Source: an optimization exercise on an open RTL-to-GDS flow (aim: small area, a short achievable clock period and few clock cycles). Production flows keep margins and buffers that such runs may drop.

Setup of the previous run:
==> flow/design.v (excerpt) <==
module mmm_r2mm_2n
#(
    parameter K = 256
)
(
    input   wire            clk     ,
    input   wire            rst_n   ,
    input   wire [K-1  :0]  x       ,
    input   wire [K-1  :0]  y       ,
    input   wire [K-1  :0]  m       ,
    input   wire            req     ,
    output  wire [K-1  :0]  res     ,
    output  reg             val     
);
Size: roughly 15000 cells after synthesis, about 1000 I/O pins, about 160000 um^2 of cells after synthesis.
export LEC_CHECK = 0
export CAP_MARGIN = 20
export CORE_MARGIN = 2
export CORE_UTILIZATION = 55
export SETUP_SLACK_MARGIN = 2
export SLEW_MARGIN = 20
export SYNTH_HIERARCHICAL = 1
export SYNTH_MINIMUM_KEEP_SIZE = 0
export TNS_END_PERCENT = 5
create_clock -name core_clock -period 30.0 [get_ports {clk}]
standard.sh (not shown) runs the stock make flow with config.mk's settings and CLKGATE_MAP_FILE= SYNTH_SCRIPT=/design/flow/synth_recipe.tcl, a recipe that flattens the netlist after the stock synthesis.
==> flow/flow/run.sh <==
#!/bin/bash
set -uo pipefail
bash standard.sh SETUP_SLACK_MARGIN=22.5 MATCH_CELL_FOOTPRINT=0 \
  'BUFFER_PORTS_ARGS=-buffer_cell sky130_fd_sc_hd__buf_2' finish > standard_flow.log 2>&1
The previous run: it failed during detailed routing, and the tool reported DRT-1231.
Input-level comparison between the current run and the previous run:
diff --git a/flow/design.v b/flow/design.v
--- a/flow/design.v
+++ b/flow/design.v
@@ -383,25 +383,25 @@
 wire [KD-1:0] q_1;
 mmm_q u_q1 (.clk(clk), .clr(clr), .ns(ns[KD-1:0]), .nc(nc[KD-1:0]), .ncin(ncin), .inv(inv_t), .inv3(inv3_t), .q(q_1));
 wire [KD-1:0] q_2;
 mmm_q u_q2 (.clk(clk), .clr(clr), .ns(ns[KD-1:0]), .nc(nc[KD-1:0]), .ncin(ncin), .inv(inv_t), .inv3(inv3_t), .q(q_2));
 wire [KD-1:0] q_3;
 mmm_q u_q3 (.clk(clk), .clr(clr), .ns(ns[KD-1:0]), .nc(nc[KD-1:0]), .ncin(ncin), .inv(inv_t), .inv3(inv3_t), .q(q_3));
+reg  [255:0] Xr;
+always @(posedge clk) Xr <= x;
 integer i;
 reg [KD-1:0] xn, mn;
 always @* begin
     xn = {KD{1'b0}}; mn = {KD{1'b0}};
     for (i = 1; i < 32; i = i + 1) begin
-        xn = xn | ({KD{sel[i]}} & x[i*KD +: KD]);
-        mn = mn | ({KD{sel[i]}} & m[i*KD +: KD]);
+        xn = xn | ({KD{sel[i]}} & Xr[i*KD +: KD]);
+        mn = mn | ({KD{sel[i]}} & Mr[i*KD +: KD]);
     end
 end
-reg [KD-1:0] xd, md;
-reg          s255, bor, ptop;
-always @(posedge clk) begin xd <= xn; md <= mn; s255 <= x[255]; end
-wire [KD:0] dp = {1'b0, xd} - {1'b0, md & {KD{s255}}} - {{KD{1'b0}}, bor};
+reg          bor, ptop;
+wire [KD:0] dp = {1'b0, xn} - {1'b0, mn & {KD{Xr[255]}}} - {{KD{1'b0}}, bor};
 wire [KD:0] d0 = {1'b0, x[KD-1:0]} - {1'b0, m[KD-1:0] & {KD{x[255]}}};
 wire [KD:0] dd = idle ? d0 : dp;
 wire [KD:0] be = {dd[KD-1:0], ~idle & ptop};
 always @(posedge clk) begin bor <= dd[KD]; ptop <= dd[KD-1]; end
 wire [3:0] b_one, b_two, b_neg;
 genvar gb;
@@ -416,15 +416,15 @@
 mmm_dreg #(.W(12)) u_bd1 (.clk(clk), .d({b_neg, b_two, b_one}), .q({bn_1, bt_1, bo_1}));
 wire [3:0] bo_2, bt_2, bn_2;
 mmm_dreg #(.W(12)) u_bd2 (.clk(clk), .d({b_neg, b_two, b_one}), .q({bn_2, bt_2, bo_2}));
 wire [3:0] bo_3, bt_3, bn_3;
 mmm_dreg #(.W(12)) u_bd3 (.clk(clk), .d({b_neg, b_two, b_one}), .q({bn_3, bt_3, bo_3}));
 always @(posedge clk) begin
-    if (start) sel <= {{29{1'b0}}, 3'b100};
+    if (start) sel <= {{30{1'b0}}, 2'b10};
     else if (it) sel <= {sel[30:0], 1'b0};
-    else sel <= {{30{1'b0}}, 2'b10};
+    else sel <= {32{1'b0}};
 end
 wire [2047:0] pq;
 genvar gj;
 generate for (gj = 0; gj < KD; gj = gj + 1) begin : g_pp
     assign pq[gj*256+0 +: 64] = ~({64{q_0[gj]}} & Mr[63:0]);
     assign pq[gj*256+64 +: 64] = ~({64{q_1[gj]}} & Mr[127:64]);
## What came out
- In summary, the current run completed successfully, with a layout that passed the timing, DRC and antenna checks.
- Going from the previous run to the current run, synthesized area per cell grows by 1.7%.
- When the current run is measured against the previous run, its synthesized instance count turns out 1.3% higher.
- Of the two candidates, the previous run has the better synthesized area and the current run the worse one.
- As of the current run, pin count of the biggest net entering global routing had fallen by a few percent compared to the previous run.
- Compared with the previous run, in the current run post-placement worst setup slack has increased, height of the chip has increased, CTS sink count has increased.
- Of the current run and the previous run, the run reporting the lower count of instances resized after the clock tree is built was the current run.
No functional check of the RTL was part of any run of this note.

-- what the ideal ports hide --
No port has a modelled driver above. Below, the same layout with a new extraction and two added sets of constraints. Step 1, drivers: a clkbuf_16 drives clk and a buf_2 each remaining input, both assumed. Step 2 also shifts input and output timing later by t, the mid clock arrival at the registers, as if the neighbouring blocks saw the same clock. Slacks: ideal ports / drivers / drivers and shift; pairs: ideal ports / drivers.
run: the current run
t (ns): 1.049
setup slack, ns: 22.319 / 22.196 / 21.478
worst setup path at the end: input to register
latest minus earliest clock arrival (ns): 0.078 / 0.078
pins driven straight from the clock port: 1
After both steps the current run still meets setup and hold. The setup slack of the current run moves by -0.123 ns with the drivers and by -0.841 ns with both steps.
